What follows belongs to an exercise in optimizing a design on an open flow for small area and a short achievable clock period; a production flow would make more cautious choices. The RTL was checked by simulation tests, not by an equivalence proof against the original design.

// MPCA_top
module MPCA_top (
    input              clk,
    input      [127:0] packets,
    input       [11:0] channel_load,
    input        [8:0] channel_capacity,
    input       [63:0] KEY,
    output reg  [15:0] grant_channel
);
reg [127:0] packets_r;
reg  [11:0] channel_load_r;
reg   [8:0] channel_capacity_r;
reg  [63:0] KEY_r;
wire [15:0] grant_channel_w;
always @(posedge clk) begin
    packets_r          <= packets;
    channel_load_r     <= channel_load;
    channel_capacity_r <= channel_capacity;
    KEY_r              <= KEY;
    grant_channel      <= grant_channel_w;
end
MPCA u_mpca (
    .packets          (packets_r),
    .channel_load     (channel_load_r),
    .channel_capacity (channel_capacity_r),
    .KEY              (KEY_r),
    .grant_channel    (grant_channel_w)
);
endmodule
==> flow/config.mk <==
export PLATFORM = sky130hd
export DESIGN_NAME = MPCA_top
export DESIGN_NICKNAME = MPCA_top
export VERILOG_FILES = /design/flow/design.v
export SDC_FILE = /design/flow/constraint.sdc
export NUM_CORES = 4
export LEC_CHECK = 0
export ABC_AREA = 1
export CAP_MARGIN = 20
export CORE_MARGIN = 2
export CORE_UTILIZATION = 40
export SLEW_MARGIN = 20
==> flow/constraint.sdc <==
create_clock -name core_clock -period 55.0 [get_ports {clk}]
set_input_delay 11.0000 -clock core_clock [delete_from_list [all_inputs] [get_ports {clk}]]
set_output_delay 11.0000 -clock core_clock [all_outputs]
set_load 0.01 [all_outputs]
standard.sh (not shown) runs the stock make flow with config.mk's settings and CLKGATE_MAP_FILE= SYNTH_SCRIPT=/design/flow/synth_recipe.tcl, a recipe that flattens the netlist after the stock synthesis.
==> flow/flow/run.sh <==
#!/bin/bash
# The standard layout (standard.sh) with these changes to how it is made:
# - synthesis maps no full/half adder cells (ADDER_MAP_FILE empty), so ABC
#   maps all of the arbiter's logic itself, seeing whole paths; registers,
#   flattening and names are as in the standard synthesis;
# - every input and output port is still buffered, with the smallest buffer
#   (sky130_fd_sc_hd__buf_1) instead of the resizer's pick;
set -euo pipefail
export ADDER_MAP_FILE=
export BUFFER_PORTS_ARGS="-buffer_cell sky130_fd_sc_hd__buf_1"
export TNS_END_PERCENT=5
SETUP_SLACK_MARGIN=31.5 bash standard.sh cts > standard_to_cts.log 2>&1
SETUP_SLACK_MARGIN=30.5 bash standard.sh > standard_finish.log 2>&1
Change:
--- a/flow/design.v
+++ b/flow/design.v
@@ -328,61 +328,47 @@
 end
 function gt5;    
     input [4:0] a, b;
     integer n;
     reg t;
     begin
         t = 1'b0;
         for (n = 0; n < 5; n = n + 1) t = (a[n] & ~b[n]) | ((a[n] | ~b[n]) & t);
         gt5 = t;
     end
 endfunction
 reg [4:0] nw [0:2];      
-reg [7:0] eqc;
-reg [1:0] a0, a1, a2, a3, a4, a5, a6;
-reg [3:0] cnt;
+reg [2:0] rem;
 reg [1:0] M;
 reg       g10, g01, g21, g12, g20, g02;
 reg       alleq;
 reg [2:0] gr [0:7];      
 reg [7:0] el [0:2];      
 reg [7:0] cr [0:2];      
 reg       hs [0:2];
 reg [7:0] isc;
 reg       mv;
 reg [1:0] dest;
 reg [1:0] c1, c2;
-reg       cy;
 reg [15:0] gc;
 always @(*) begin
     for (i = 0; i < 8; i = i + 1) begin
         gr[i] = 3'd0;
         for (p = 0; p < 8; p = p + 1)
             gr[i] = gr[i] | ({3{sel[8*p+i]}} & G[p]);
     end
     for (c = 0; c < 3; c = c + 1) begin
-        for (p = 0; p < 8; p = p + 1) eqc[p] = G[p][c];
-        a0 = fadd(eqc[0], eqc[1], eqc[2]);
-        a1 = fadd(eqc[3], eqc[4], eqc[5]);
-        a2 = fadd(eqc[6], eqc[7], a0[0]);
-        a3 = fadd(a0[1], a1[1], a2[1]);
-        a4 = fadd(a1[0], a2[0], 1'b0);
-        a5 = fadd(a3[0], a4[1], 1'b0);
-        a6 = fadd(a3[1], a5[1], 1'b0);
-        cnt = {a6[1], a6[0], a5[0], a4[0]};
-        cy = 1'b0;
-        for (j = 0; j < 4; j = j + 1) begin
-            {cy, nw[c][j]} = fadd(ld[c][j], cnt[j], cy);
-        end
-        nw[c][4] = cy;
+        rem = {T[c][3], (T[c][1] & ~T[c][3]) | T[c][5],
+               (T[c][0] & ~T[c][1]) | (T[c][2] & ~T[c][3]) | (T[c][4] & ~T[c][5]) | T[c][6]};
+        nw[c] = ({1'b0, ld[c]} + {2'b0, channel_capacity[3*c +: 3]}) - {2'b0, rem};
         for (i = 0; i < 8; i = i + 1) el[c][i] = gr[i][c] & ~fl[i][c];
         for (i = 0; i < 8; i = i + 1) begin
             cr[c][i] = el[c][i];
             for (j = 0; j < 8; j = j + 1)
                 if (j != i) cr[c][i] = cr[c][i] & (~el[c][j] | bf[8*j+i]);
         end
         hs[c] = |el[c];
     end
     g10 = gt5(nw[1], nw[0]); g01 = gt5(nw[0], nw[1]);
     g21 = gt5(nw[2], nw[1]); g12 = gt5(nw[1], nw[2]);
     g20 = gt5(nw[2], nw[0]); g02 = gt5(nw[0], nw[2]);
     M = (g10 ? g21 : g20) ? 2'd2 : {1'b0, g10};
What happened:
- maximum frequency goes down by 0.41%
- cell area decreases by 0.71%
- count of clock-buffer cells in the layout fell by 2
- non-clock buffer count climbs by 23
- global-route usage rose by 0.14 points
- final cell count went up by 1.2%
- clock skew came out lower by 0.038 ns
- worst setup slack got worse by 0.094 ns
- wire length goes down by 1.4%
- sequential share of layout area barely changes
- via count is higher by 2.1%

## what the ideal ports hide
The results above use ideal ports. As a check the final layouts listed here were re-extracted and re-timed, cells and wires unchanged. Step 1: set_driving_cell puts a clkbuf_16 on clk and a buf_2 on each other input, an assumption about the parent block. Step 2 adds t to the input delays and takes it off the output delays; t is the mean of the earliest and latest rising clock arrival at the registers after step 1. Input paths then give back, and output paths get back, about the clock's delay inside the block. a / b / c = ideal ports / drivers / drivers and shift; a / b = the first two.
| run | t (ns) | setup WS [ns] | worst register clock-pin slew, ns |
|---|---|---|---|
| the first run | 0.711 | 32.420 / 32.420 / 32.420 | 0.07 / 0.07 |
| the second run | 0.653 | 32.326 / 32.326 / 32.326 | 0.09 / 0.09 |
After both steps every run listed still meets setup and hold.
